Background: an optimization exercise with open tools, aiming at small area and a short achievable clock period. Do not read the settings as production practice. RTL that was checked went through simulation tests only; none was proved equivalent to the original. Function not checked in runs 3 to 7: the RTL went through the layout flow alone. Power and IR drop assume default switching activity.

==> flow/design.v <==
module FpAlign (
    input  [31:0] iA,
    input  [31:0] iB,
    output        oLs,
    output [7:0]  oLe,
    output [22:0] oLf,
    output [24:0] oSal,      
    output        oSticky,   
    output        oSub
);
    wire [7:0]  a_e = iA[30:23];
    wire [7:0]  b_e = iB[30:23];
    wire [8:0]  d_ab = {1'b0, a_e} - {1'b0, b_e};
    wire [7:0]  d_ba = b_e - a_e;
    wire        e_eq = (a_e == b_e);
    wire        f_gt = iA[22:0] > iB[22:0];
    wire        a_larger = e_eq ? f_gt : !d_ab[8];
    wire [7:0]  d = d_ab[8] ? d_ba : d_ab[7:0];
    wire [31:0] l = a_larger ? iA : iB;
    wire [22:0] s_f = a_larger ? iB[22:0] : iA[22:0];
    assign oLs  = l[31];
    assign oLe  = l[30:23];
    assign oLf  = l[22:0];
    assign oSub = iA[31] ^ iB[31];
    wire   sez = (a_e == 8'b0) || (b_e == 8'b0);
    wire [24:0] x = {1'b1, s_f, 1'b0};
    assign oSal = (sez || d[7:5] != 3'b0) ? 25'b0 : (x >> d[4:0]);
    wire [22:0] mask;
    genvar i;
    generate
        for (i = 0; i < 23; i = i + 1) begin : g_mask
            assign mask[i] = (d >= i + 2);
        end
    endgenerate
    assign oSticky = !sez && (d <= 8'd47) && ((d >= 8'd25) || |(s_f & mask));
endmodule
module FpNorm (
    input         iV,        
    input         iLs,
    input  [7:0]  iLe,
    input  [22:0] iLf,
    input  [24:0] iSal,
    input         iSticky,
    input         iSub,
    output [31:0] oSum
);
    wire [25:0] lsh = {2'b01, iLf, 1'b0};
    wire [25:0] pre = lsh + ({1'b0, iSal} ^ {26{iSub}}) + (iSub & ~iSticky);
    reg [4:0] s;
    integer k;
    always @* begin
        s = 5'd31;
        for (k = 0; k < 26; k = k + 1)
            if (pre[k]) s = 25 - k;
    end
    wire [25:0] n5 = pre << s;
    wire [22:0] frac = n5[24:2];
    wire [7:0]  e    = iLe + 8'd1 - {3'b0, s};
    wire underflow = iLe[7] && ({3'b0, s} >= {1'b0, iLe[6:0]} + 8'd2);
    wire zero      = (pre == 26'b0);
    assign oSum = !iV                  ? 32'b0 :
                  (underflow || zero)  ? 32'b0 :
                  {iLs, e, frac};
endmodule
`timescale 1ns/10ps
module fp_adder_synth (data, value, row, clk, rst);
    output [31:0] data;
    input  [31:0] value;
    input  [31:0] row;
    input         clk;
    input         rst;
    wire        l_s;
    wire [7:0]  l_e;
    wire [22:0] l_f;
    wire [24:0] s_al;
    wire        s_sticky;
    wire        op_sub;
    FpAlign AL (.iA(value), .iB(row), .oLs(l_s), .oLe(l_e), .oLf(l_f),
                .oSal(s_al), .oSticky(s_sticky), .oSub(op_sub));
    reg         r_v;
    reg         r_ls;
    reg  [7:0]  r_le;
    reg  [22:0] r_lf;
    reg  [24:0] r_sal;
    reg         r_sticky;
    reg         r_sub;
    wire both_ez = (value[30:23] == 8'b0) && (row[30:23] == 8'b0);
    always @(posedge clk) begin
        r_v      <= rst && !both_ez;
        r_ls     <= l_s;
        r_le     <= l_e;
        r_lf     <= l_f;
        r_sal    <= s_al;
        r_sticky <= s_sticky;
        r_sub    <= op_sub;
    end
    wire [31:0] sum;
    FpNorm NM (.iV(r_v), .iLs(r_ls), .iLe(r_le), .iLf(r_lf), .iSal(r_sal),
               .iSticky(r_sticky), .iSub(r_sub), .oSum(sum));
    reg [31:0] data;
    always @(posedge clk) begin
        if (!rst)
            data <= 32'b0;
        else
            data <= sum;
    end
endmodule
==> flow/flow/run.sh <==
#!/bin/bash
# Standard synthesis and layout; the port buffers use plain buffers instead
# of the default delay cells, and timing repair aims for more setup slack.
set -euo pipefail
bash standard.sh BUFFER_PORTS_ARGS="-buffer_cell sky130_fd_sc_hd__buf_1" SETUP_SLACK_MARGIN=6.75 finish > standard.log 2>&1
==> flow/standard.sh <==
#!/bin/bash
# synth_recipe.tcl (not shown) runs the flow's synth.tcl, then flattens the netlist and writes it again
# the make line also repeats each setting of config.mk as NAME=value (left out here)
make -C /OpenROAD-flow-scripts/flow DESIGN_CONFIG=/design/flow/config.mk WORK_HOME=/design/flow/orfs CLKGATE_MAP_FILE= SYNTH_SCRIPT=/design/flow/synth_recipe.tcl "${@:-finish}"
==> flow/config.mk <==
export PLATFORM = sky130hd
export DESIGN_NAME = fp_adder_synth
export DESIGN_NICKNAME = fp_adder_synth
export VERILOG_FILES = /design/flow/design.v
export SDC_FILE = /design/flow/constraint.sdc
export NUM_CORES = 4
export LEC_CHECK = 0
export ABC_AREA = 1
export CAP_MARGIN = 20
export CORE_MARGIN = 2
export CORE_UTILIZATION = 40
export PLACE_DENSITY = 0.8
export SLEW_MARGIN = 20
export TNS_END_PERCENT = 50
==> flow/constraint.sdc <==
create_clock -name core_clock -period 12.5 [get_ports {clk}]
set_input_delay 2.5000 -clock core_clock [delete_from_list [all_inputs] [get_ports {clk}]]
set_output_delay 2.5000 -clock core_clock [all_outputs]
set_load 0.01 [all_outputs]
==> results of run 1 <==
==> metrics by stage <==
step	setup WS, ns	power, W
4_1_cts	6.69	0.00188
3_3_place_gp	5.69	0.00156
2_1_floorplan	7.14	0.00132
6_report	6.92	0.00199
5_1_grt	6.74	0.00216
3_5_place_dp	5.65	0.00158
==> cell families after synthesis <==
logic type / after synthesis
adders and majority gates: 83
buffers and inverters: 233
xor gates and xnor gates: 48
AOI/OAI and AO/OA: 226
muxes: 2
and+or+nand+nor: 744
DFF: 92
==> state kept, by name, indices dropped and copies added, names as in the netlist <==
name and count:
data 32, r_sal 25, r_lf 23, r_le 8, r_ls 1, r_sticky 1
r_sub 1, r_v 1
==> critical path: cells and delay by family <==
kind | cells | cell delay [ns]
AOI/OAI and AO/OA | 7 | 1.37
adders and majority gates | 1 | 0.32
buffers and inverters | 3 | 0.51
and+or+nand+nor | 10 | 1.12
==> synthesized netlist by cell type, types with 8 or more instances <==
master	number	area [um2]
nand2_1	370	1390
nand3_1	218	1090
inv_1	161	604
nor2_1	97	364
dfxtp_1	92	1840
o21ai_0	88	440
ha_1	78	976
a21oi_1	59	295
xor2_1	39	342
clkbuf_1	23	86.3
nand4_1	15	93.8
inv_2	14	52.6
buf_2	13	65.1
nor3_1	10	50.1
o21ai_1	10	50.1
a211oi_1	9	67.6
buf_1	9	33.8
nor4_1	8	50.1
==> path summary, 6_finish.rpt <==
kind,start,end,slack (ns),cells past startpoint
setup / recovery,value[2],r_sal[5]$_SDFF_PP0_,6.92,21
setup reg to reg,r_sub$_DFF_P_,data[19]$_SDFF_PP0_,7.06,34
hold / removal,r_ls$_DFF_P_,data[31]$_SDFF_PP0_,0.45,2
hold reg to reg,r_ls$_DFF_P_,data[31]$_SDFF_PP0_,0.45,2
==> layout make-up <==
| class | count | area (um2) |
|---|---|---|
| inverters | 178 | 709 |
| well taps | 280 | 350 |
| flip-flops and latches | 92 | 1840 |
| fillers | 2262 | 11600 |
| clock inverters | 5 | 60.1 |
| repair buffers | 127 | 644 |
| clock buffers | 11 | 253 |
| multi-input cells | 1108 | 6400 |
==> power breakdown <==
part | internal (W) | switching (W)
registers | 0.000350 | 0.0000236
logic | 0.000442 | 0.000898
clock network | 0.000166 | 0.000113
==> metal layers <==
| metal | vias up | wire length, um | global-route usage (%) |
|---|---|---|---|
| li1 | 4909 | - | - |
| met1 | 4453 | 11600 | 28.8 |
| met2 | 444 | 13100 | 39.0 |
| met3 | 75 | 2070 | 3.44 |
| met4 | 0 | 1120 | 9.22 |
| met5 | - | 0 | 0 |
==> what timing repair did <==
item                                    4_1_cts  5_1_grt
gates cloned                                  2        4
endpoints found under the setup margin       57       57
resized for setup                            21       48
setup buffers                                 1       22
pin swaps                                     1       13
==> results_dict.tcl, run 1 <==
set metrics [dict create \
    grtUsageTotal_pct 22.8 \
    powerDensity_nw_per_um2 194 \
    clkLatencyLatePin_ns 0.35 \
    hp-class "reg -> reg" \
    worstSetupPathType "in -> reg" \
    grt_pass1_wl_um 44200 \
    timing.setup.tns_ns 0 \
    cp.required_ns 12.74 \
    muxShareOfSynthArea_pct 0.238 \
    dp_hpwl_um 21500 \
    final_cell_mix "nand2_1, nand3_1, inv_1" \
    slowest_stage "ha_1" \
    synth_compound_area_share_pct 15.5 \
    start_util_pct 40.9 \
    synth_top_family_by_area "simple AND/OR/NAND/NOR gates" \
    rsz0062_at_grt "false" \
    drive_gt1_share_pct 8.68 \
    synthDistinctLibCells 56 \
    dr.pass1.iters 7 \
    critPathLaunchType "primary input" \
    grt_max_degree 59 \
    postCtsHoldBufs 0 \
    setup_viol 0 \
    core_um2 21900 \
    cts_tree "built" \
    boundaryPins 98 \
    yosys.area_share.adder_pct 12.0 \
    outcome "finished clean" \
    crit_chain "buf_1 > ha_1 > nand2_1 > nor2_1 > a211oi_1 > o221ai_1 > nand3_1 > o2111ai_1 > nand2_2 > nand2_8 > buf_12 > o21ai_0 > nand2_1 > nand2_1 > nor2_1 > a31oi_1 > nand2_1 > nand3_1 > a31oi_1 > o21ai_0 > inv_1" \
    htreeDepth 3 \
    num_rows 54 \
    drc 0 \
    final_common_cell "nand2_1" \
    whs_ns 0.452 \
    ys_ff_latch 92 \
    synth_ff_type "dfxtp_1" \
    vias 9881 \
    placed_cells 1756 \
    cts-buffers-inserted 9 \
    via_per_inst 5.49 \
    grt_antenna_before_repair 0 \
    synth_edf_count 0 \
    seq_area_frac_synth_pct 20.6 \
    max_cap_violations 0 \
    synth_xor_xnor_area_share_pct 5.03 \
    post_dp_cell_area_um2 9440 \
    routabilityCongestion 0.964 \
    crit_path_end_kind "register" \
    yosysWarningCount 2 \
    antenna_cells 0 \
    crit_top_cell "nand2_1" \
    slowest_delay_ns 0.32 \
    die_height_um 154 \
    drv_slew 0 \
    p_leak_nw 5.04 \
    path_max_fanout 58 \
    drt_iter0_markers 1097 \
    wirelength_um 27900 \
    cts_sinks 92 \
    slew_headroom_pct 53.8 \
    cts_root_buf "clkbuf_16" \
    clock_skew_ns 0.0101 \
    clock.fmax_mhz 179 \
    finalHoldViolCount 0 \
    synthCells 1428 \
    drt.antenna.violating_nets 0 \
    design_area_um2 10300 \
    finalCriticalPeriod_ns 5.58 \
    async_reset_ff_share_pct 0 \
    wl_per_cell_um 15.5 \
    final_cells 1801 \
    vdd_drop_max_v 0.0000868 \
    clkTransAtPathRegs_ns 0.07 \
    grt.overflow.total 0 \
    utilization_pct 46.9 \
    synthSimpleGateAreaFrac_pct 36.1 \
    clk_path_buf_depth 2 \
    die_w_um 154 \
    netlist_area_um2 8950 \
    synth_nets 1577 \
    io_buffers 97 \
    grt_pass1_vias 9093 \
    arrival_ns 5.81 \
    avgSynthCellArea_um2 6.27 \
    die_area_um2 23600 \
    worst_pin_slew_ns 0.693 \
    fin_nets 1665 \
    period_share_pct 44.6 \
    areaGrowthSynthToFinish_pct 14.6 \
]
==> inputs of run 2 (changes only) <==
--- a/flow/config.mk
+++ b/flow/config.mk
@@ -7,8 +7,6 @@
 export LEC_CHECK = 0
 export ABC_AREA = 1
-export CAP_MARGIN = 20
+export CAP_MARGIN = 5
 export CORE_MARGIN = 2
 export CORE_UTILIZATION = 40
-export PLACE_DENSITY = 0.8
-export SLEW_MARGIN = 20
-export TNS_END_PERCENT = 50
+export SLEW_MARGIN = 5
==> run 2 against run 1 <==
  * Final cell count barely moved
  * Die area unchanged
  * Critical path depth fell by 5
  * Worst hold slack got worse by 0.029 ns
  * Count of clock-buffer cells in the layout is 2 lower
  * Maximum frequency increased by 0.97%
  * Sequential cell count unchanged
  * Via count is 1.6% lower
  * Non-clock buffer count down 3
  * Utilization is 0.086 points higher
==> results_dict.tcl, run 2 <==
set metrics [dict create \
    outcome "finished clean" \
    wirelength_um 28200 \
    ys_ff_latch 92 \
    timing.setup.tns_ns 0 \
    setup_ws_ns 6.98 \
    max_cap_violations 0 \
    worstSetupPathType "in -> reg" \
    io_buffers 97 \
    timing.critical_path.from "value[28]" \
    crit_family "compound AO/OA/AOI/OAI gates" \
    cp.required_ns 12.74 \
    muxShareOfSynthArea_pct 0.238 \
    path_max_fanout 11 \
    grt_pass1_wl_um 44500 \
    synthDistinctLibCells 56 \
    final_cell_mix "nand2_1, nand3_1, inv_1" \
    top_register "data" \
    dp_hpwl_um 21600 \
    avgSynthCellArea_um2 6.27 \
    yosys.area_share.adder_pct 12.0 \
    finalCriticalPeriod_ns 5.52 \
    grtUsageTotal_pct 23.0 \
    final_common_cell "nand2_1" \
    post-place-ws_ns 5.35 \
    whs_path_depth 2 \
    grt_antenna_before_repair 0 \
    synth_nets 1577 \
    num_rows 54 \
    synth_common_cells "nand2_1, nand3_1, inv_1, nor2_1, dfxtp_1" \
    clock_skew_ns 0.0126 \
    netlist_area_um2 8950 \
    drt_iter0_markers 844 \
    clock.fmax_mhz 181 \
    setup_viol 0 \
    slowest_delay_ns 0.36 \
    synth_most_common_cell "nand2_1" \
    synth_ff_type "dfxtp_1" \
    synth_xor_xnor_area_share_pct 5.03 \
    crit_chain "buf_1 > inv_1 > ha_1 > a21oi_1 > o21bai_1 > a21oi_2 > nand2_4 > mux2i_4 > o221ai_1 > xor2_1 > nand2_2 > inv_1 > nand2_2 > nor2_4 > clkinv_2 > a211oi_2" \
    wl_per_cell_um 15.7 \
    reg2reg_from "r_sub$_DFF_P_" \
    min_from "r_ls$_DFF_P_" \
    drv_slew 0 \
    finalHoldViolCount 0 \
    cts-buffers-inserted 9 \
    yosysWarningCount 2 \
    critPathBufInv 4 \
    powerDensity_nw_per_um2 194 \
    period_share_pct 44.2 \
    cts_tree "built" \
    die_area_um2 23600 \
    synthCells 1428 \
    cts_sinks 92 \
    async_reset_ff_share_pct 0 \
    crit_path_end_kind "register" \
    post_dp_cell_area_um2 9430 \
    fin_nets 1664 \
    arrival_ns 5.76 \
    synth_compound_area_share_pct 15.5 \
    drc 0 \
    dr.pass1.iters 8 \
    synth.top_cell.area_share_pct 20.6 \
    drt.antenna.violating_nets 0 \
    clk_path_buf_depth 2 \
    areaGrowthSynthToFinish_pct 14.8 \
    top_regs "data x32, r_sal x25, r_lf x23" \
    ff2ff_setup_slack_ns 7.17 \
    grt.overflow.total 0 \
    core_um2 21900 \
    boundaryPins 98 \
    postCtsHoldBufs 0 \
    worst_pin_slew_ns 0.706 \
    synth_area_leaders "dfxtp_1, nand2_1, nand3_1" \
    p_leak_nw 5.03 \
    antenna_cells 0 \
    rsz0062_at_grt "true" \
    slowest_stage "ha_1" \
    seq_area_frac_synth_pct 20.6 \
    slew_headroom_pct 53.0 \
    yosysTopAreaCell "dfxtp_1" \
    drive_gt1_share_pct 9.34 \
    nFillCells 2357 \
    synthSimpleGateAreaFrac_pct 36.1 \
    largest_register_ffs 32 \
    ff2ff_path_depth 35 \
    via_per_inst 5.40 \
    cp.depth 16 \
    start_util_pct 40.9 \
    die_w_um 154 \
    vdd_drop_max_v 0.0000797 \
    design_area_um2 10300 \
    routabilityCongestion 0.961 \
    cts_root_buf "clkbuf_16" \
    clkTransAtPathRegs_ns 0.07 \
    synth_edf_count 0 \
    vias 9721 \
    critPathLaunchType "primary input" \
    synth_top_family_by_area "simple AND/OR/NAND/NOR gates" \
    hp-class "reg -> reg" \
    grt_max_degree 109 \
    die_height_um 154 \
    htreeDepth 3 \
    clkLatencyLatePin_ns 0.36 \
    grt_pass1_vias 8822 \
]
[run 2: repair_timing]
item,CTS,global route
setup endpoints to repair,58,53
setup buffers,3,18
cloned,3,5
resized for setup,29,46
pin swaps,1,9
[run 2: kinds of logic after synthesis]
logic type               after synthesis
XOR/XNOR                              48
flip-flops                            92
AO/OA/AOI/OAI                        226
multiplexers                           2
buffers and inverters                233
adder cells (fa/ha/maj)               83
AND/OR/NAND/NOR                      744
[run 2: final timing paths]
kind | end
max | r_sal[12]$_SDFF_PP0_
min | data[31]$_SDFF_PP0_
max reg2reg | data[11]$_SDFF_PP0_
min reg2reg | data[31]$_SDFF_PP0_
[run 2: power by group]
| part | switching, W | internal [W] | total, W |
|---|---|---|---|
| combinational | 0.000897 | 0.000441 | 0.00134 |
| clock | 0.000129 | 0.000158 | 0.000287 |
| sequential | 0.0000241 | 0.000350 | 0.000374 |
| total | 0.00105 | 0.000949 | 0.00200 |
[run 2: cell type report]
cell class,instances,area (um2),share of cell area [%]
clock inverters,7,82.6,0.803
repair inverters,2,10.0,0.0973
inverters,178,711,6.91
well taps,280,350,3.41
flip-flops and latches,92,1840,17.9
multi-input cells,1108,6430,62.5
repair buffers,124,629,6.12
clock buffers,9,225,2.19
[run 2: through the flow]
step                cells  power (W)  hold WS, ns  util (%)
floorplan            1428    0.00132        0.394         -
global placement     1755    0.00158        0.425      43.1
detailed placement   1755    0.00158        0.422      43.1
CTS                  1777    0.00190        0.432      45.3
global route         1800    0.00218        0.450      47.0
finish               1800    0.00200        0.424      47.0
[run 2: per-layer routing]
metal / routed length, um / GRT usage, % / vias to the layer above
li1: - / - / 4900
met1: 13000 / 32.1 / 4398
met2: 12700 / 37.1 / 370
met3: 1960 / 3.13 / 53
met4: 637 / 6.47 / 0
met5: 0 / 0 / -
[run 2: worst reg2reg max path: cells and delay by family (launching register included)]
kind	cells	cell delay [ns]
compound gates	8	1.17
xor+xnor	2	0.46
fa+ha+maj	3	0.86
buf+inv	6	0.82
flops	1	0.36
simple gates	16	1.61
==> inputs of run 3 (changes only) <==
--- a/flow/design.v
+++ b/flow/design.v
@@ -12,9 +12,8 @@
     wire [7:0]  b_e = iB[30:23];
     wire [8:0]  d_ab = {1'b0, a_e} - {1'b0, b_e};
-    wire [7:0]  d_ba = b_e - a_e;
     wire        e_eq = (a_e == b_e);
     wire        f_gt = iA[22:0] > iB[22:0];
     wire        a_larger = e_eq ? f_gt : !d_ab[8];
-    wire [7:0]  d = d_ab[8] ? d_ba : d_ab[7:0];
+    wire [7:0]  d = d_ab[8] ? -d_ab[7:0] : d_ab[7:0];
     wire [31:0] l = a_larger ? iA : iB;
     wire [22:0] s_f = a_larger ? iB[22:0] : iA[22:0];
--- a/flow/config.mk
+++ b/flow/config.mk
@@ -7,6 +7,6 @@
 export LEC_CHECK = 0
 export ABC_AREA = 1
-export CAP_MARGIN = 5
+export CAP_MARGIN = 20
 export CORE_MARGIN = 2
 export CORE_UTILIZATION = 40
-export SLEW_MARGIN = 5
+export SLEW_MARGIN = 20
==> run 3 against run 2 <==
  * Still clean
  * Via count fell by 1.0%
  * First-iteration DRC count is 45% higher
  * Combinational power up about 10%
  * Count of clock-buffer cells in the layout unchanged
  * Area after synthesis fell by 1.9%
  * Critical endpoint is now r_sal[9]$_SDFF_PP0_
  * Highest routed layer unchanged
==> results_dict.tcl, run 3 <==
set metrics [dict create \
    slowest_stage "fa_1" \
    cts-buffers-inserted 9 \
    crit_chain "buf_1 > ha_4 > inv_1 > fa_1 > inv_1 > ha_1 > inv_1 > nor2_1 > nand4_1 > nand2_1 > xor2_1 > nor2_1 > nand2_1 > inv_2 > nand2_2 > nor2_4 > inv_2 > nor2_4 > buf_4 > nand3_1 > o31ai_1" \
    routabilityCongestion 0.998 \
    fin_nets 1655 \
    top_regs "data x32, r_sal x25, r_lf x23" \
    ys_ff_latch 92 \
    cts_tree "built" \
    start_util_pct 40.5 \
    path_max_fanout 13 \
    seq_area_frac_synth_pct 21.0 \
    whs_path_depth 2 \
    crit_top_cell "inv_1" \
    p_leak_nw 5.02 \
    drive_gt1_share_pct 10.4 \
    die_height_um 152 \
    vdd_drop_max_v 0.0000856 \
    largest_register_ffs 32 \
    ff2ff_path_depth 36 \
    die_w_um 152 \
    num_rows 54 \
    powerDensity_nw_per_um2 206 \
    critPathLaunchType "primary input" \
    async_reset_ff_share_pct 0 \
    yosysTopAreaCell "dfxtp_1" \
    period_share_pct 44.3 \
    synthDistinctLibCells 56 \
    outcome "finished clean" \
    hp-class "reg -> reg" \
    dp_hpwl_um 21400 \
    nFillCells 2278 \
    top_register "data" \
    arrival_ns 5.77 \
    cp.required_ns 12.73 \
    drt_iter0_markers 1226 \
    grt.overflow.total 0 \
    synth_most_common_cell "nand2_1" \
    clock.fmax_mhz 181 \
    cts_sinks 92 \
    synthCells 1405 \
    slew_headroom_pct 54.6 \
    final_common_cell "nand2_1" \
    yosysWarningCount 2 \
    grtUsageTotal_pct 23.8 \
    netlist_area_um2 8780 \
    worstSetupPathType "in -> reg" \
    via_per_inst 5.35 \
    synth_nets 1547 \
    clock_skew_ns 0.00749 \
    synth_ff_type "dfxtp_1" \
    wl_per_cell_um 15.8 \
    drv_slew 0 \
    clkTransAtPathRegs_ns 0.06 \
    boundaryPins 98 \
    timing.setup.tns_ns 0 \
    synth_edf_count 0 \
    grt_pass1_wl_um 45000 \
    design_area_um2 10300 \
    postCtsHoldBufs 0 \
    areaGrowthSynthToFinish_pct 17.2 \
    grt_pass1_vias 8750 \
    grt_antenna_before_repair 0 \
    worst_pin_slew_ns 0.681 \
    post_dp_cell_area_um2 9330 \
    core_um2 21700 \
    rsz0062_at_grt "true" \
    io_buffers 97 \
    clkLatencyLatePin_ns 0.35 \
    antenna_cells 0 \
    final_cell_mix "nand2_1, nand3_1, inv_1" \
    grt_max_degree 47 \
    avgSynthCellArea_um2 6.25 \
    cts_root_buf "clkbuf_16" \
    synth_area_leaders "dfxtp_1, nand2_1, nand3_1" \
    clk_path_buf_depth 2 \
    drc 0 \
    drt.antenna.violating_nets 0 \
    slowest_delay_ns 0.54 \
    max_cap_violations 0 \
    die_area_um2 23200 \
    wirelength_um 28500 \
    htreeDepth 3 \
    setup_viol 0 \
    crit_path_end_kind "register" \
    finalHoldViolCount 0 \
    dr.pass1.iters 6 \
    synth_common_cells "nand2_1, nand3_1, inv_1, o21ai_0, nor2_1" \
    vias 9623 \
    finalCriticalPeriod_ns 5.53 \
    synth.top_cell.area_share_pct 21.0 \
]
## run 3: cell count changes after synthesis, sizes merged, moves of 6 or more
| cell | previous run | this run |
|---|---|---|
| nand3 | 219 | 184 |
| nand2 | 379 | 394 |
| inv | 175 | 161 |
| or2 | 4 | 14 |
| buf | 32 | 26 |
| ha | 78 | 72 |
| nor3 | 10 | 16 |
| o21ai | 102 | 108 |
## run 3: final timing paths
path,start,endpoint,slack (ns)
max,row[23],r_sal[9]$_SDFF_PP0_,6.97
max reg2reg,r_sub$_DFF_P_,data[17]$_SDFF_PP0_,7.01
min reg2reg,r_ls$_DFF_P_,data[31]$_SDFF_PP0_,0.43
min,r_ls$_DFF_P_,data[31]$_SDFF_PP0_,0.43
## run 3: cell families (layout without fill, tap and decap cells)
family,count (synthesis),count (layout),share of synthesized area (%)
buf+inv,212,321,9.66
mux,2,2,0.242
xor+xnor,56,56,5.93
fa+ha+maj,76,76,11.2
compound gates,223,225,15.0
simple gates,744,746,37.0
flops,92,92,21.0
## run 3: report_power, final
group	total (W)	internal, W	switching (W)	leakage (nW)
clock network	0.000262	0.000138	0.000124	0.139
logic	0.00148	0.000506	0.000973	4.12
registers	0.000380	0.000353	0.0000268	0.760
total	0.00212	0.000997	0.00112	5.02
## run 3: routing by layer
metal  global-route usage [%]  wire (um)  vias to the layer above
li1                         -          -                     4859
met1                     32.7      12900                     4339
met2                     38.1      12700                      382
met3                     4.27       2220                       43
met4                     7.17        707                        0
met5                        0          0                        -
## run 3: layout make-up
type	instances	area [um2]	area share (%)
timing repair buffer	139	781	7.59
clock buffer	9	225	2.19
sequential	92	1840	17.9
clock inverter	7	55.1	0.535
multi-input combinational	1105	6380	62.0
tap	280	350	3.41
timing repair inverter	3	16.3	0.158
inverter	163	638	6.20
## run 3: critical path, delay by kind of cell
family	cells	cell delay, ns
xor gates and xnor gates	1	0.14
buffers and inverters	7	0.93
AOI/OAI and AO/OA	1	0.10
and+or+nand+nor	9	1.17
adders and majority gates	3	0.91
## run 3: what timing repair did
item,CTS,global route
gates cloned,6,4
buffers inserted,5,27
endpoints found under the setup margin,73,53
gates resized for setup,31,52
pin swaps,2,12
## run 3: metrics by stage
step / hold WS [ns] / cells / util [%] / power (W) / setup slack, ns
2_1_floorplan: 0.394 / 1405 / - / 0.00140 / 7.21
3_3_place_gp: 0.427 / 1740 / 43.0 / 0.00170 / 5.01
5_1_grt: 0.447 / 1798 / 47.4 / 0.00232 / 6.65
3_5_place_dp: 0.425 / 1740 / 43.0 / 0.00169 / 4.96
4_1_cts: 0.437 / 1767 / 45.4 / 0.00201 / 6.75
6_report: 0.432 / 1798 / 47.4 / 0.00212 / 6.97
==> inputs of run 4 (changes only) <==
--- a/flow/design.v
+++ b/flow/design.v
@@ -6,4 +6,5 @@
     output [22:0] oLf,
     output [24:0] oSal,      
+    output        oKill,     
     output        oSticky,   
     output        oSub
@@ -12,8 +13,9 @@
     wire [7:0]  b_e = iB[30:23];
     wire [8:0]  d_ab = {1'b0, a_e} - {1'b0, b_e};
+    wire [7:0]  d_ba = b_e - a_e;
     wire        e_eq = (a_e == b_e);
     wire        f_gt = iA[22:0] > iB[22:0];
     wire        a_larger = e_eq ? f_gt : !d_ab[8];
-    wire [7:0]  d = d_ab[8] ? -d_ab[7:0] : d_ab[7:0];
+    wire [7:0]  d = d_ab[8] ? d_ba : d_ab[7:0];
     wire [31:0] l = a_larger ? iA : iB;
     wire [22:0] s_f = a_larger ? iB[22:0] : iA[22:0];
@@ -24,5 +26,6 @@
     wire   sez = (a_e == 8'b0) || (b_e == 8'b0);
     wire [24:0] x = {1'b1, s_f, 1'b0};
-    assign oSal = (sez || d[7:5] != 3'b0) ? 25'b0 : (x >> d[4:0]);
+    assign oSal  = x >> d[4:0];
+    assign oKill = sez || d[7:5] != 3'b0;
     wire [22:0] mask;
     genvar i;
@@ -40,4 +43,5 @@
     input  [22:0] iLf,
     input  [24:0] iSal,
+    input         iKill,
     input         iSticky,
     input         iSub,
@@ -45,5 +49,6 @@
 );
     wire [25:0] lsh = {2'b01, iLf, 1'b0};
-    wire [25:0] pre = lsh + ({1'b0, iSal} ^ {26{iSub}}) + (iSub & ~iSticky);
+    wire [24:0] sal = iKill ? 25'b0 : iSal;
+    wire [25:0] pre = lsh + ({1'b0, sal} ^ {26{iSub}}) + (iSub & ~iSticky);
     reg [4:0] s;
     integer k;
@@ -74,7 +79,8 @@
     wire [24:0] s_al;
     wire        s_sticky;
+    wire        s_kill;
     wire        op_sub;
     FpAlign AL (.iA(value), .iB(row), .oLs(l_s), .oLe(l_e), .oLf(l_f),
-                .oSal(s_al), .oSticky(s_sticky), .oSub(op_sub));
+                .oSal(s_al), .oKill(s_kill), .oSticky(s_sticky), .oSub(op_sub));
     reg         r_v;
     reg         r_ls;
@@ -83,4 +89,5 @@
     reg  [24:0] r_sal;
     reg         r_sticky;
+    reg         r_kill;
     reg         r_sub;
     wire both_ez = (value[30:23] == 8'b0) && (row[30:23] == 8'b0);
@@ -92,8 +99,9 @@
         r_sal    <= s_al;
         r_sticky <= s_sticky;
+        r_kill   <= s_kill;
         r_sub    <= op_sub;
     end
     wire [31:0] sum;
-    FpNorm NM (.iV(r_v), .iLs(r_ls), .iLe(r_le), .iLf(r_lf), .iSal(r_sal),
+    FpNorm NM (.iV(r_v), .iLs(r_ls), .iLe(r_le), .iLf(r_lf), .iSal(r_sal), .iKill(r_kill),
                .iSticky(r_sticky), .iSub(r_sub), .oSum(sum));
     reg [31:0] data;
==> run 4 against run 3 <==
  * Still clean on timing, DRC and antenna
  * Global-route usage decreased by 1.0 points
  * Via count increased by 1.7%
  * Sequential power increased by 7.4%
  * Die area increased by 2.8%
  * Worst setup slack got worse by 0.029 ns
  * Utilization increased by 0.70 points
  * Register-to-register slack improved by 0.14 ns
  * Worst hold slack improved by 0.031 ns
  * Clock skew increased by 0.0029 ns
  * Final cell count increased by 3.2%
  * Count of clock-buffer cells in the layout unchanged
  * Design area increased by 3.1%
  * Critical path type unchanged
==> results_dict.tcl, run 4 <==
set metrics [dict create \
    hp-class "reg -> reg" \
    htreeDepth 3 \
    drv_slew 0 \
    max_cap_violations 0 \
    drc 0 \
    areaGrowthSynthToFinish_pct 17.4 \
    die_area_um2 23800 \
    outcome "finished clean" \
    fin_nets 1720 \
    crit_top_cell "inv_1" \
    clock_skew_ns 0.0104 \
    die_height_um 154 \
    worst_pin_slew_ns 0.694 \
    crit_path_end_kind "register" \
    whs_ns 0.463 \
    via_per_inst 5.27 \
    arrival_ns 5.81 \
    grt_pass1_wl_um 43900 \
    slew_headroom_pct 53.3 \
    die_w_um 154 \
    timing.setup.tns_ns 0 \
    slowest_stage "nor2_2" \
    synth_area_leaders "dfxtp_1, nand2_1, ha_1" \
    ys_ff_latch 93 \
    synth.top_cell.area_share_pct 20.6 \
    final_common_cell "nand2_1" \
    avgSynthCellArea_um2 6.19 \
    grt_antenna_before_repair 0 \
    cts_tree "built" \
    p_leak_nw 5.20 \
    grt_pass1_vias 8789 \
    clkLatencyLatePin_ns 0.36 \
    synth_edf_count 0 \
    start_util_pct 41.0 \
    grt.overflow.total 0 \
    grt_max_degree 99 \
    synth_ff_type "dfxtp_1" \
    crit_chain "buf_1 > inv_1 > ha_1 > inv_1 > fa_1 > nand3_1 > nand2_1 > nand2_1 > nand2_4 > inv_4 > nand3_1 > o21ai_2 > xor2_1 > buf_4 > clkinv_1 > nor2_2 > inv_1 > o211ai_1" \
    num_rows 54 \
    clk_path_buf_depth 2 \
    dp_hpwl_um 21300 \
    routabilityCongestion 0.960 \
    core_um2 22000 \
    clkTransAtPathRegs_ns 0.06 \
    cts-buffers-inserted 9 \
    wirelength_um 27900 \
    seq_area_frac_synth_pct 20.6 \
    finalHoldViolCount 0 \
    synth_nets 1608 \
    vias 9789 \
    drt.antenna.violating_nets 0 \
    netlist_area_um2 9030 \
    worstSetupPathType "in -> reg" \
    clock.fmax_mhz 180 \
    finalCriticalPeriod_ns 5.56 \
    crit_family "buffers and inverters" \
    io_buffers 97 \
    critPathBufInv 7 \
    synth_common_cells "nand2_1, inv_1, nand3_1, o21ai_0, dfxtp_1" \
    synth_most_common_cell "nand2_1" \
    vdd_drop_max_v 0.0000716 \
    critPathLaunchType "primary input" \
    wl_per_cell_um 15.0 \
    path_max_fanout 20 \
    async_reset_ff_share_pct 0 \
    slowest_delay_ns 0.40 \
    final_cell_mix "nand2_1, inv_1, nand3_1" \
    largest_register_ffs 32 \
    yosysTopAreaCell "dfxtp_1" \
    cts_root_buf "clkbuf_16" \
    synthDistinctLibCells 60 \
    top_regs "data x32, r_sal x25, r_lf x23" \
    period_share_pct 44.5 \
    cp.required_ns 12.74 \
    cts_sinks 93 \
    setup_viol 0 \
    powerDensity_nw_per_um2 197 \
    antenna_cells 0 \
    boundaryPins 98 \
    grtUsageTotal_pct 22.7 \
    top_register "data" \
    dr.pass1.iters 6 \
    drive_gt1_share_pct 11.2 \
    synthCells 1459 \
    rsz0062_at_grt "true" \
    p_total_w 0.00209 \
    drt_iter0_markers 742 \
    yosysWarningCount 2 \
]
[run 4: stage by stage]
stage	cell area, um2	setup WS [ns]	instances	util [%]
global placement	9560	5.65	1791	43.4
detailed placement	9560	5.68	1791	43.4
floorplan	9030	6.96	1459	-
finish	10600	6.94	1856	48.1
global route	10600	6.68	1856	48.1
CTS	10100	6.74	1815	45.8
[run 4: area by class of cell]
cell class	instances	area [um2]
well taps	280	350
repair buffers	150	853
clock inverters	7	98.8
repair inverters	2	10.0
inverters	197	777
flip-flops and latches	93	1860
multi-input cells	1118	6420
clock buffers	9	225
fillers	2376	11400
[run 4: timing repair]
action,in CTS,in global routing
pin swaps,3,16
gates resized for setup,34,71
gates cloned,4,3
hold buffers,0,0
endpoints found under the setup margin,54,53
buffers inserted,4,38
[run 4: final timing paths]
kind	start	to	slack [ns]	cells after the start
setup reg to reg	r_kill$_DFF_P_	data[19]$_SDFF_PP0_	7.15	39
hold / removal	r_ls$_DFF_P_	data[31]$_SDFF_PP0_	0.46	2
hold reg to reg	r_ls$_DFF_P_	data[31]$_SDFF_PP0_	0.46	2
setup / recovery	value[23]	r_sal[8]$_DFF_P_	6.94	18
[run 4: cells by family after synthesis]
family | share of synthesized area [%]
xor+xnor | 5.04
buf+inv | 11.2
simple gates | 34.2
flops | 20.6
mux | 0.111
compound gates | 16.9
fa+ha+maj | 11.9
[run 4: worst reg2reg max path: cells and delay by family, from the launching register on]
kind            cells  cell delay, ns
buf+inv             9            1.02
flops               1            0.39
simple gates       21            2.13
xor+xnor            2            0.36
fa+ha+maj           2            0.59
compound gates      5            0.82
[run 4: per-layer routing]
layer	global-route usage, %	share of wire, %	wire length [um]	vias to the layer above
li1	-	-	-	4986
met1	31.8	46	12900	4442
met2	37.2	46	12700	315
met3	2.69	6.2	1730	46
met4	5.95	1.7	479	0
met5	0	0	0	-
[run 4: report_power, final]
group	leakage [nW]	internal, W	switching, W
Combinational	4.28	0.000484	0.000905
Clock	0.156	0.000176	0.000120
Sequential	0.773	0.000377	0.0000315
==> inputs of run 5 (changes only) <==
--- a/flow/design.v
+++ b/flow/design.v
@@ -6,5 +6,4 @@
     output [22:0] oLf,
     output [24:0] oSal,      
-    output        oKill,     
     output        oSticky,   
     output        oSub
@@ -25,15 +24,15 @@
     assign oSub = iA[31] ^ iB[31];
     wire   sez = (a_e == 8'b0) || (b_e == 8'b0);
-    wire [24:0] x = {1'b1, s_f, 1'b0};
-    assign oSal  = x >> d[4:0];
-    assign oKill = sez || d[7:5] != 3'b0;
-    wire [22:0] mask;
-    genvar i;
-    generate
-        for (i = 0; i < 23; i = i + 1) begin : g_mask
-            assign mask[i] = (d >= i + 2);
-        end
-    endgenerate
-    assign oSticky = !sez && (d <= 8'd47) && ((d >= 8'd25) || |(s_f & mask));
+    wire [24:0] t0 = {1'b1, s_f, 1'b0};
+    wire [24:0] t1 = d[0] ? {1'b0, t0[24:1]} : t0;
+    wire [24:0] t2 = d[1] ? {2'b0, t1[24:2]} : t1;
+    wire [24:0] t3 = d[2] ? {4'b0, t2[24:4]} : t2;
+    wire [24:0] t4 = d[3] ? {8'b0, t3[24:8]} : t3;
+    wire [24:0] t5 = d[4] ? {16'b0, t4[24:16]} : t4;
+    wire        out_low = (d[0] & t0[0]) | (d[1] & |t1[1:0]) | (d[2] & |t2[3:0]) |
+                          (d[3] & |t3[7:0]) | (d[4] & |t4[15:0]);
+    wire        d_hi = (d[7:5] != 3'b0);
+    assign oSal = (sez || d_hi) ? 25'b0 : t5;
+    assign oSticky = !sez && (d_hi ? (d <= 8'd47) : out_low);
 endmodule
 module FpNorm (
@@ -43,5 +42,4 @@
     input  [22:0] iLf,
     input  [24:0] iSal,
-    input         iKill,
     input         iSticky,
     input         iSub,
@@ -49,6 +47,5 @@
 );
     wire [25:0] lsh = {2'b01, iLf, 1'b0};
-    wire [24:0] sal = iKill ? 25'b0 : iSal;
-    wire [25:0] pre = lsh + ({1'b0, sal} ^ {26{iSub}}) + (iSub & ~iSticky);
+    wire [25:0] pre = lsh + ({1'b0, iSal} ^ {26{iSub}}) + (iSub & ~iSticky);
     reg [4:0] s;
     integer k;
@@ -79,8 +76,7 @@
     wire [24:0] s_al;
     wire        s_sticky;
-    wire        s_kill;
     wire        op_sub;
     FpAlign AL (.iA(value), .iB(row), .oLs(l_s), .oLe(l_e), .oLf(l_f),
-                .oSal(s_al), .oKill(s_kill), .oSticky(s_sticky), .oSub(op_sub));
+                .oSal(s_al), .oSticky(s_sticky), .oSub(op_sub));
     reg         r_v;
     reg         r_ls;
@@ -89,5 +85,4 @@
     reg  [24:0] r_sal;
     reg         r_sticky;
-    reg         r_kill;
     reg         r_sub;
     wire both_ez = (value[30:23] == 8'b0) && (row[30:23] == 8'b0);
@@ -99,9 +94,8 @@
         r_sal    <= s_al;
         r_sticky <= s_sticky;
-        r_kill   <= s_kill;
         r_sub    <= op_sub;
     end
     wire [31:0] sum;
-    FpNorm NM (.iV(r_v), .iLs(r_ls), .iLe(r_le), .iLf(r_lf), .iSal(r_sal), .iKill(r_kill),
+    FpNorm NM (.iV(r_v), .iLs(r_ls), .iLe(r_le), .iLf(r_lf), .iSal(r_sal),
                .iSticky(r_sticky), .iSub(r_sub), .oSum(sum));
     reg [31:0] data;
==> flow/flow/run.sh (replaced) <==
#!/bin/bash
# Standard synthesis and layout; the port buffers use plain buffers instead
# of the default delay cells, and timing repair aims for more setup slack.
set -euo pipefail
bash standard.sh BUFFER_PORTS_ARGS="-buffer_cell sky130_fd_sc_hd__buf_1" SETUP_SLACK_MARGIN=6.5 finish > standard.log 2>&1
==> run 5 against run 4 <==
  * Clock power shrank 15%
  * Count of clock-buffer cells in the layout grew 2
  * Maximum frequency shrank 2.3%
  * Worst hold slack lost 0.045 ns
  * Critical path type unchanged
  * Utilization shrank 1.9 points
  * Non-clock buffer count shrank 30
  * Power shrank 9.3%
  * Critical endpoint is now r_sal[7]$_SDFF_PP0_
  * Combinational power shrank 8%
  * Synthesized cell count shrank 2.3%
  * Area after synthesis shrank 1.2%
  * Register-to-register slack lost 0.30 ns
==> results_dict.tcl, run 5 <==
set metrics [dict create \
    die_height_um 153 \
    areaGrowthSynthToFinish_pct 13.4 \
    clock.fmax_mhz 176 \
    crit_top_cell "a21oi_1" \
    finalHoldViolCount 0 \
    wirelength_um 27100 \
    grt_pass1_wl_um 43100 \
    setup_viol 0 \
    min_from "r_ls$_DFF_P_" \
    synth_area_leaders "dfxtp_1, nand3_1, nand2_1" \
    final_common_cell "nand2_1" \
    cp.required_ns 12.73 \
    synthDistinctLibCells 56 \
    clkLatencyLatePin_ns 0.35 \
    powerDensity_nw_per_um2 188 \
    grt.overflow.total 0 \
    synth.top_cell.area_share_pct 20.6 \
    drive_gt1_share_pct 8.13 \
    drv_slew 0 \
    outcome "finished clean" \
    period_share_pct 45.6 \
    grt_max_degree 75 \
    cts_sinks 92 \
    post-place-ws_ns 5.38 \
    ys_ff_latch 92 \
    htreeDepth 3 \
    via_per_inst 5.28 \
    synthCells 1426 \
    crit_path_end_kind "register" \
    synth_edf_count 0 \
    boundaryPins 98 \
    seq_area_frac_synth_pct 20.6 \
    fin_nets 1657 \
    vias 9460 \
    slew_headroom_pct 48.2 \
    synth_common_cells "nand2_1, nand3_1, inv_1, dfxtp_1, nor2_1" \
    clk_path_buf_depth 2 \
    dr.pass1.iters 5 \
    netlist_area_um2 8920 \
    routabilityCongestion 0.927 \
    die_w_um 153 \
    yosysTopAreaCell "dfxtp_1" \
    drt.antenna.violating_nets 0 \
    synth_ff_type "dfxtp_1" \
    postCtsHoldBufs 0 \
    dp_hpwl_um 21200 \
    die_area_um2 23500 \
    core_um2 21900 \
    slowest_stage "and3_2" \
    io_buffers 97 \
    vdd_drop_max_v 0.0000700 \
    reg2reg_from "r_sub$_DFF_P_" \
    antenna_cells 0 \
    top_regs "data x32, r_sal x25, r_lf x23" \
    arrival_ns 5.93 \
    max_cap_violations 0 \
    avgSynthCellArea_um2 6.26 \
    slowest_delay_ns 0.39 \
    num_rows 54 \
    start_util_pct 40.8 \
    p_leak_nw 5.00 \
    crit_chain "buf_1 > inv_1 > ha_1 > a21oi_1 > o21bai_1 > a21oi_1 > nand2_2 > inv_1 > or2_2 > o221ai_1 > a21oi_1 > o211ai_1 > xor2_1 > nor2_1 > and3_2 > nand2_1 > o21ai_1" \
    cts_tree "built" \
    largest_register_ffs 32 \
    final_cell_mix "nand2_1, nand3_1, inv_1" \
    design_area_um2 10100 \
    clock_skew_ns 0.00683 \
    async_reset_ff_share_pct 0 \
    hp-class "reg -> reg" \
    grt_antenna_before_repair 0 \
    synth_nets 1575 \
    clkTransAtPathRegs_ns 0.06 \
    timing.setup.tns_ns 0 \
    path_max_fanout 12 \
    worstSetupPathType "in -> reg" \
    cts-buffers-inserted 9 \
    top_register "data" \
    grtUsageTotal_pct 22.2 \
    rsz0062_at_grt "false" \
    setup_ws_ns 6.81 \
    critPathLaunchType "primary input" \
    nFillCells 2409 \
    wl_per_cell_um 15.1 \
    timing.critical_path.from "value[28]" \
    drt_iter0_markers 675 \
    worst_pin_slew_ns 0.776 \
    drc 0 \
    cts_root_buf "clkbuf_16" \
    grt_pass1_vias 8783 \
    p_total_w 0.00190 \
    post_dp_cell_area_um2 9390 \
    synth_most_common_cell "nand2_1" \
    finalCriticalPeriod_ns 5.69 \
    yosysWarningCount 2 \
]
## run 5: cells by family after synthesis
group	share of synthesized area [%]
simple gates	40.4
buf+inv	10.3
fa+ha+maj	12.1
compound gates	11.7
mux	0.238
xor+xnor	4.70
flops	20.6
## run 5: worst max-delay path: cells and delay by family
family	cells	cell delay, ns
AOI/OAI and AO/OA	7	1.25
xor gates and xnor gates	1	0.15
adders and majority gates	1	0.36
buffers and inverters	3	0.44
and+or+nand+nor	5	1.21
## run 5: routing by layer
layer | vias to the layer above | GRT usage, % | part of all wire (%)
met5 | - | 0 | 0
met3 | 29 | 3.12 | 5.3
li1 | 4880 | - | -
met1 | 4316 | 30.9 | 48
met2 | 235 | 36.9 | 46
met4 | 0 | 4.54 | 1.4
## run 5: through the flow
stage	util, %	instances	hold slack (ns)
floorplan	-	1426	0.394
global placement	42.9	1755	0.419
detailed placement	42.9	1755	0.414
CTS	44.4	1771	0.424
global route	46.2	1793	0.444
finish	46.2	1793	0.417
## run 5: repair_timing
item / in CTS / in global routing
pin swaps: 0 / 10
gates resized for setup: 11 / 51
setup buffers: 0 / 15
cloned: 0 / 7
endpoints found under the setup margin: 37 / 57
## run 5: where the power goes
group | leakage, nW | internal, W | switching, W
logic | 4.12 | 0.000419 | 0.000857
registers | 0.760 | 0.000349 | 0.0000208
clock network | 0.120 | 0.000140 | 0.000113
total | 5.00 | 0.000907 | 0.000991
## run 5: worst paths after layout
path                              end  slack (ns)  cells past startpoint
setup reg to reg  data[16]$_SDFF_PP0_        6.85                     36
hold / removal    data[31]$_SDFF_PP0_        0.42                      2
setup / recovery  r_sal[7]$_SDFF_PP0_        6.81                     17
hold reg to reg   data[31]$_SDFF_PP0_        0.42                      2
## run 5: layout make-up
cell class	count	area (um2)	share of cell area, %
clock inverter	5	37.5	0.371
sequential	92	1840	18.2
multi-input combinational	1117	6350	62.8
inverter	166	666	6.58
timing repair buffer	120	617	6.09
clock buffer	11	243	2.40
tap	280	350	3.46
timing repair inverter	2	12.5	0.124
==> inputs of run 6 (changes only) <==
--- a/flow/design.v
+++ b/flow/design.v
@@ -11,10 +11,12 @@
     wire [7:0]  a_e = iA[30:23];
     wire [7:0]  b_e = iB[30:23];
-    wire [8:0]  d_ab = {1'b0, a_e} - {1'b0, b_e};
+    wire [7:0]  d_ab = a_e - b_e;
     wire [7:0]  d_ba = b_e - a_e;
-    wire        e_eq = (a_e == b_e);
-    wire        f_gt = iA[22:0] > iB[22:0];
-    wire        a_larger = e_eq ? f_gt : !d_ab[8];
-    wire [7:0]  d = d_ab[8] ? d_ba : d_ab[7:0];
+    wire        e_gt, e_lt, f_gt, f_lt;
+    FpGreater #(.W(8))  CE (.iA(a_e), .iB(b_e), .oGt(e_gt), .oLt(e_lt));
+    FpGreater #(.W(23)) CF (.iA(iA[22:0]), .iB(iB[22:0]), .oGt(f_gt), .oLt(f_lt));
+    wire        e_eq = !e_gt && !e_lt;
+    wire        a_larger = e_eq ? f_gt : e_gt;
+    wire [7:0]  d = e_gt ? d_ab : d_ba;
     wire [31:0] l = a_larger ? iA : iB;
     wire [22:0] s_f = a_larger ? iB[22:0] : iA[22:0];
@@ -64,4 +66,31 @@
                   {iLs, e, frac};
 endmodule
+module FpGreater #(parameter W = 31) (
+    input  [W-1:0] iA,
+    input  [W-1:0] iB,
+    output         oGt,
+    output         oLt
+);
+    localparam N = 1 << $clog2(W);
+    wire [2*N-2:0] g, l;
+    genvar i;
+    generate
+        for (i = 0; i < N; i = i + 1) begin : g_leaf
+            if (i < W) begin : g_bit
+                assign g[N-1+i] = iA[i] & ~iB[i];
+                assign l[N-1+i] = ~iA[i] & iB[i];
+            end else begin : g_pad
+                assign g[N-1+i] = 1'b0;
+                assign l[N-1+i] = 1'b0;
+            end
+        end
+        for (i = N - 2; i >= 0; i = i - 1) begin : g_node
+            assign g[i] = g[2*i+2] | (~l[2*i+2] & g[2*i+1]);
+            assign l[i] = l[2*i+2] | (~g[2*i+2] & l[2*i+1]);
+        end
+    endgenerate
+    assign oGt = g[0];
+    assign oLt = l[0];
+endmodule
 `timescale 1ns/10ps
 module fp_adder_synth (data, value, row, clk, rst);
==> run 6 against run 5 <==
  * Still clean on timing, DRC and antenna
  * Maximum frequency is 1.5% lower
  * Power is 7.8% higher
  * Via count is 0.91% higher
  * Routed wire length is 2.1% lower
  * Die area is 1.0% lower
  * Worst setup slack worse by 0.089 ns
  * Register-to-register slack hardly changed
  * Sequential cell count stayed put
  * Design area is 0.74% lower
  * Sequential share of layout area is 0.14 points higher
  * Critical path type unchanged
==> results_dict.tcl, run 6 <==
set metrics [dict create \
    grt_util_met1_pct 29.6 \
    die_area_um2 23300 \
    num_rows 54 \
    cts_tree "built" \
    fin_nets 1666 \
    drv_slew 0 \
    finalCriticalPeriod_ns 5.78 \
    clkLatencyLatePin_ns 0.35 \
    use_met3_pct 3.33 \
    worstSetupPathType "in -> reg" \
    ys_ff_latch 92 \
    die_height_um 153 \
    rsz0062_at_grt "true" \
    final_common_cell "nand2_1" \
    timing.setup.tns_ns 0 \
    period_share_pct 46.3 \
    grt_antenna_before_repair 0 \
    slowest_delay_ns 0.60 \
    cts_root_buf "clkbuf_16" \
    arrival_ns 6.01 \
    setup_viol 0 \
    critPathLaunchType "primary input" \
    grt_pass1_wl_um 42400 \
    wl_per_cell_um 14.5 \
    muxShareOfSynthArea_pct 0.241 \
    htreeDepth 3 \
    vias 9546 \
    synthDistinctLibCells 52 \
    placed_cells 1781 \
    yosysWarningCount 2 \
    top_regs "data x32, r_sal x25, r_lf x23" \
    core_um2 21800 \
    use_met2_pct 37.4 \
    async_reset_ff_share_pct 0 \
    grt_max_degree 72 \
    cts_sinks 92 \
    cp.required_ns 12.73 \
    p_total_w 0.00205 \
    drt_iter0_markers 684 \
    synth_ff_type "dfxtp_1" \
    via_per_inst 5.23 \
    synth_most_common_cell "nand2_1" \
    avgSynthCellArea_um2 6.08 \
    dr.pass1.iters 6 \
    routabilityCongestion 0.886 \
    netlist_area_um2 8830 \
    grt.overflow.total 0 \
    clkTransAtPathRegs_ns 0.06 \
    synth_area_leaders "dfxtp_1, nand2_1, nand3_1" \
    io_buffers 97 \
    boundaryPins 98 \
    p_leak_nw 4.98 \
    drt.antenna.violating_nets 0 \
    synth_compound_area_share_pct 14.3 \
    slew_headroom_pct 43.0 \
    whs_ns 0.409 \
    cts-buffers-inserted 9 \
    yosysTopAreaCell "dfxtp_1" \
    die_w_um 153 \
    top_register "data" \
    synth_xor_xnor_area_share_pct 5.20 \
    clock.fmax_mhz 173 \
    crit_chain "buf_1 > inv_1 > ha_1 > fa_1 > nand2_1 > nand2_1 > nand2_1 > nand2_2 > o21ai_1 > xor2_4 > clkinvlp_4 > nand3_1 > nand2_1 > nor2_1 > nand2_1 > nor2_1 > nand2_1 > nand2_1 > a21oi_1" \
    drive_gt1_share_pct 7.90 \
    clk_path_buf_depth 2 \
    synth.top_cell.area_share_pct 20.9 \
    worst_pin_slew_ns 0.854 \
    path_max_fanout 26 \
    crit_top_cell "nand2_1" \
    wirelength_um 26500 \
    synth_nets 1578 \
    crit_path_end_kind "register" \
    antenna_cells 0 \
    synth_edf_count 0 \
    outcome "finished clean" \
    largest_register_ffs 32 \
    synth_common_cells "nand2_1, nand3_1, inv_1, nor2_1, o21ai_0" \
    max_cap_violations 0 \
    finalHoldViolCount 0 \
    final_cells 1824 \
    grt_pass1_vias 8601 \
    slowest_stage "xor2_4" \
    postCtsHoldBufs 0 \
    drc 0 \
    seq_area_frac_synth_pct 20.9 \
    vdd_drop_max_v 0.0000838 \
    yosys.area_share.adder_pct 9.07 \
    start_util_pct 40.6 \
    synthCells 1451 \
    areaGrowthSynthToFinish_pct 13.8 \
    final_cell_mix "nand2_1, nand3_1, inv_1" \
    post-place-ws_ns 5.62 \
    setup_ws_ns 6.72 \
    powerDensity_nw_per_um2 204 \
    dp_hpwl_um 20700 \
    hp-class "reg -> reg" \
    synth_top_family_by_area "simple AND/OR/NAND/NOR gates" \
    clock_skew_ns 0.00953 \
    top_usage_layer "met2" \
    grtUsageTotal_pct 22.2 \
    synthSimpleGateAreaFrac_pct 40.1 \
]
[run 6: changes by cell type after synthesis, moves of 4 or more]
cell,delta
nand3_1,-46
nor3_1,+6
nand2_2,-5
a31oi_1,+4
o21ai_0,+23
inv_1,+4
nand4_1,-6
ha_1,-22
nand2_1,+47
nor2_1,+19
[run 6: cell type report]
cell class | count | area (um2)
inverters | 168 | 663
flip-flops and latches | 92 | 1840
clock inverters | 5 | 57.6
multi-input cells | 1145 | 6280
repair buffers | 123 | 597
clock buffers | 11 | 253
fillers | 2382 | 11700
well taps | 280 | 350
[run 6: worst paths after layout]
check,startpoint,endpoint,slack (ns),cells after the start
setup / recovery,row[23],r_sticky$_DFF_P_,6.72,19
hold / removal,r_ls$_DFF_P_,data[31]$_SDFF_PP0_,0.41,2
setup reg to reg,r_sub$_DFF_P_,data[16]$_SDFF_PP0_,6.85,31
hold reg to reg,r_ls$_DFF_P_,data[31]$_SDFF_PP0_,0.41,2
[run 6: cell families after synthesis]
group	Yosys count
simple gates	815
fa+ha+maj	61
mux	2
buf+inv	219
flops	92
compound gates	213
xor+xnor	49
[run 6: where the power goes]
group          leakage, nW  switching [W]  internal (W)
combinational         4.07       0.000931      0.000459
sequential           0.760      0.0000228      0.000353
clock                0.156       0.000113      0.000166
[run 6: what timing repair did]
| action | CTS | global route |
|---|---|---|
| gates resized for setup | 16 | 31 |
| setup endpoints to repair | 50 | 56 |
| setup buffers | 0 | 21 |
| hold endpoints to repair | 0 | 0 |
| cloned | 3 | 3 |
| pin swaps | 1 | 11 |
[run 6: metrics by stage]
step	instance area, um2	util, %
floorplan	8830	-
global placement	9320	42.8
detailed placement	9320	42.8
CTS	9730	44.7
global route	10000	46.2
finish	10000	46.2
[run 6: critical path: cells and delay by family]
kind,cells,cell delay [ns]
simple gates,11,1.13
compound gates,2,0.48
fa+ha+maj,2,0.60
xor+xnor,1,0.60
buf+inv,3,0.69
[run 6: layer usage]
metal	up-vias	wire length, um
li1	4937	-
met5	-	0
met3	42	1630
met2	257	12200
met1	4310	12200
met4	0	490
==> inputs of run 7 (changes only) <==
--- a/flow/design.v
+++ b/flow/design.v
@@ -26,15 +26,14 @@
     assign oSub = iA[31] ^ iB[31];
     wire   sez = (a_e == 8'b0) || (b_e == 8'b0);
-    wire [24:0] t0 = {1'b1, s_f, 1'b0};
-    wire [24:0] t1 = d[0] ? {1'b0, t0[24:1]} : t0;
-    wire [24:0] t2 = d[1] ? {2'b0, t1[24:2]} : t1;
-    wire [24:0] t3 = d[2] ? {4'b0, t2[24:4]} : t2;
-    wire [24:0] t4 = d[3] ? {8'b0, t3[24:8]} : t3;
-    wire [24:0] t5 = d[4] ? {16'b0, t4[24:16]} : t4;
-    wire        out_low = (d[0] & t0[0]) | (d[1] & |t1[1:0]) | (d[2] & |t2[3:0]) |
-                          (d[3] & |t3[7:0]) | (d[4] & |t4[15:0]);
-    wire        d_hi = (d[7:5] != 3'b0);
-    assign oSal = (sez || d_hi) ? 25'b0 : t5;
-    assign oSticky = !sez && (d_hi ? (d <= 8'd47) : out_low);
+    wire [24:0] x = {1'b1, s_f, 1'b0};
+    assign oSal = (sez || d[7:5] != 3'b0) ? 25'b0 : (x >> d[4:0]);
+    wire [22:0] mask;
+    genvar i;
+    generate
+        for (i = 0; i < 23; i = i + 1) begin : g_mask
+            assign mask[i] = (d >= i + 2);
+        end
+    endgenerate
+    assign oSticky = !sez && (d <= 8'd47) && ((d >= 8'd25) || |(s_f & mask));
 endmodule
 module FpNorm (
==> run 7 against run 6 <==
  * Still clean on timing, DRC and antenna
  * Final cell count increased by 2.3%
  * Power decreased by 1.3%
  * Clock skew fell by 0.0010 ns
  * Critical path type unchanged
  * Largest cell class unchanged
==> results_dict.tcl, run 7 <==
set metrics [dict create \
    outcome "finished clean" \
    htreeDepth 3 \
    grtUsageTotal_pct 22.6 \
    crit_family "simple AND/OR/NAND/NOR gates" \
    top_usage_layer "met2" \
    p_total_w 0.00202 \
    grt.overflow.total 0 \
    synth_edf_count 0 \
    grt_antenna_before_repair 0 \
    rsz0062_at_grt "true" \
    p_leak_nw 5.09 \
    timing.setup.tns_ns 0 \
    synth_ff_type "dfxtp_1" \
    fin_nets 1704 \
    setup_viol 0 \
    path_max_fanout 14 \
    arrival_ns 5.93 \
    slowest_stage "nand2_1" \
    grt_max_degree 66 \
    critPathLaunchType "primary input" \
    async_reset_ff_share_pct 0 \
    synth_common_cells "nand2_1, nand3_1, inv_1, nor2_1, dfxtp_1" \
    clkTransAtPathRegs_ns 0.07 \
    vias 9913 \
    grt_util_met1_pct 31.5 \
    final_common_cell "nand2_1" \
    crit_top_cell "inv_1" \
    die_area_um2 24200 \
    cts_sinks 92 \
    clkLatencyLatePin_ns 0.35 \
    period_share_pct 45.6 \
    crit_path_end_kind "register" \
    nFillCells 2440 \
    drc 0 \
    placed_cells 1840 \
    core_um2 22600 \
    die_w_um 156 \
    dr.pass1.iters 6 \
    finalCriticalPeriod_ns 5.70 \
    drt_iter0_markers 732 \
    worstSetupPathType "in -> reg" \
    start_util_pct 40.7 \
    seq_area_frac_synth_pct 20.0 \
    drive_gt1_share_pct 6.39 \
    via_per_inst 5.31 \
    drt.antenna.violating_nets 0 \
    finalHoldViolCount 0 \
    synth_area_leaders "dfxtp_1, nand3_1, nand2_1" \
    clk_path_buf_depth 2 \
    top_regs "data x32, r_sal x25, r_lf x23" \
    wl_per_cell_um 14.9 \
    whs_ns 0.415 \
    areaGrowthSynthToFinish_pct 10.7 \
    critPathBufInv 6 \
    boundaryPins 98 \
    largest_register_ffs 32 \
    synthCells 1503 \
    wirelength_um 27700 \
    grt_pass1_wl_um 44900 \
    antenna_cells 0 \
    grt_pass1_vias 8932 \
    final_cells 1866 \
    yosysWarningCount 2 \
    num_rows 55 \
    dp_hpwl_um 22200 \
    hp-class "reg -> reg" \
    synth_most_common_cell "nand2_1" \
    max_cap_violations 0 \
    die_height_um 156 \
    synthDistinctLibCells 63 \
    cts-buffers-inserted 9 \
    powerDensity_nw_per_um2 198 \
    slew_headroom_pct 53.7 \
    clock_skew_ns 0.00854 \
    use_met2_pct 38.3 \
    synth_nets 1631 \
    clock.fmax_mhz 175 \
    vdd_drop_max_v 0.0000751 \
    final_cell_mix "nand2_1, nand3_1, inv_1" \
    netlist_area_um2 9200 \
    postCtsHoldBufs 0 \
    synth.top_cell.area_share_pct 20.0 \
    use_met3_pct 1.72 \
    ys_ff_latch 92 \
    cts_tree "built" \
    cts_root_buf "clkbuf_16" \
    routabilityCongestion 1.01 \
    crit_chain "buf_1 > inv_1 > ha_1 > inv_1 > fa_1 > inv_1 > o21ai_0 > xor2_1 > nand2_1 > nand2_1 > inv_1 > nor2_4 > clkinv_1 > o21ai_0 > o21ai_1 > nor2_1 > nand4_1 > nor2_1 > a21oi_1" \
    yosysTopAreaCell "dfxtp_1" \
    cp.required_ns 12.73 \
    drv_slew 0 \
    top_register "data" \
    io_buffers 97 \
    avgSynthCellArea_um2 6.12 \
    worst_pin_slew_ns 0.694 \
    slowest_delay_ns 0.39 \
]
## run 7: cell types whose count changed after synthesis, sizes merged, moves of 4 or more
cell	change
nand3	+71
nand2	-46
inv	+25
o21ai	-10
nor3	-9
a31oi	+7
o22ai	+6
a21boi	-5
nor2	+5
a21oi	+4
## run 7: area by class of cell
cell class              instances  area, um2  share of cell area, %
flip-flops and latches         92       1840                   18.1
well taps                     285        357                   3.50
clock inverters                 4       56.3                  0.553
inverters                     194        771                   7.57
multi-input cells            1168       6420                   63.0
repair buffers                111        494                   4.85
clock buffers                  12        246                   2.42
## run 7: where the power goes
part / total, W / switching [W] / internal [W]
registers: 0.000377 / 0.0000226 / 0.000354
logic: 0.00137 / 0.000928 / 0.000440
clock network: 0.000275 / 0.000113 / 0.000162
## run 7: through the flow
step | instance area, um2 | utilization (%) | setup WS [ns]
after global routing | 10200 | 45.1 | 6.49
final | 10200 | 45.1 | 6.80
after detailed placement | 9690 | 42.9 | 6.28
after global placement | 9690 | 42.9 | 6.40
after CTS | 10000 | 44.4 | 6.52
after floorplan | 9200 | - | 7.13
## run 7: worst paths after layout
path	slack, ns	startpoint	cells past startpoint	end
setup / recovery	6.80	value[23]	19	r_sticky$_DFF_P_
setup reg to reg	7.00	r_sub$_DFF_P_	30	data[29]$_SDFF_PP0_
hold / removal	0.42	r_ls$_DFF_P_	2	data[31]$_SDFF_PP0_
hold reg to reg	0.42	r_ls$_DFF_P_	2	data[31]$_SDFF_PP0_
## run 7: tightest hold or removal path, stage by stage (launching register included)
cell	delay, ns
dfxtp_1	0.30
inv_1	0.04
nor2_1	0.03
## run 7: timing repair
item | 4_1_cts | 5_1_grt
buffers inserted | 0 | 7
cloned | 1 | 2
pin swaps | 1 | 4
setup endpoints to repair | 15 | 41
resized for setup | 3 | 26
## run 7: logic make-up after synthesis
logic type | after synthesis | share of synthesized area, %
AOI/OAI and AO/OA | 219 | 14.3
xor gates and xnor gates | 47 | 4.84
adders and majority gates | 63 | 8.95
buffers and inverters | 246 | 11.0
DFF | 92 | 20.0
muxes | 1 | 0.122
and+or+nand+nor | 835 | 40.8
## run 7: layer usage
| metal | routed length (um) | vias to the layer above |
|---|---|---|
| met5 | 0 | - |
| met3 | 1340 | 31 |
| met1 | 12900 | 4455 |
| met4 | 449 | 0 |
| met2 | 13100 | 314 |
| li1 | - | 5113 |

-- separate check: timing with driven ports --
How much do the figures lean on ideal ports? The routed layouts below were timed once more, with nothing changed but the port constraints.
Step 1: set_driving_cell puts a clkbuf_16 on clk and a buf_2 on each other input, an assumption about the parent block.
Step 2 moves the port delays by t, midway between the first and last clock arrival at a register: inputs arrive t later, outputs are due t later. That takes back most of the time a late clock gives input paths.
Three values: no drivers, after step 1, after step 2; two values: the first two.
| run | t (ns) | setup WS [ns] | pins driven straight from the clock port |
|---|---|---|---|
| run 1 | 0.389 | 6.922 / 6.943 / 6.554 | 1 |
| run 2 | 0.395 | 6.976 / 6.998 / 6.603 | 1 |
| run 3 | 0.394 | 6.966 / 6.989 / 6.595 | 1 |
| run 4 | 0.393 | 6.936 / 6.960 / 6.567 | 1 |
| run 5 | 0.394 | 6.806 / 6.829 / 6.435 | 1 |
| run 6 | 0.385 | 6.717 / 6.736 / 6.351 | 1 |
| run 7 | 0.384 | 6.800 / 6.807 / 6.423 | 1 |
After both steps setup and hold are still met in every run listed. The setup slack of run 7, which loses most, moves by +0.007 ns with the drivers and by -0.377 ns with both steps.
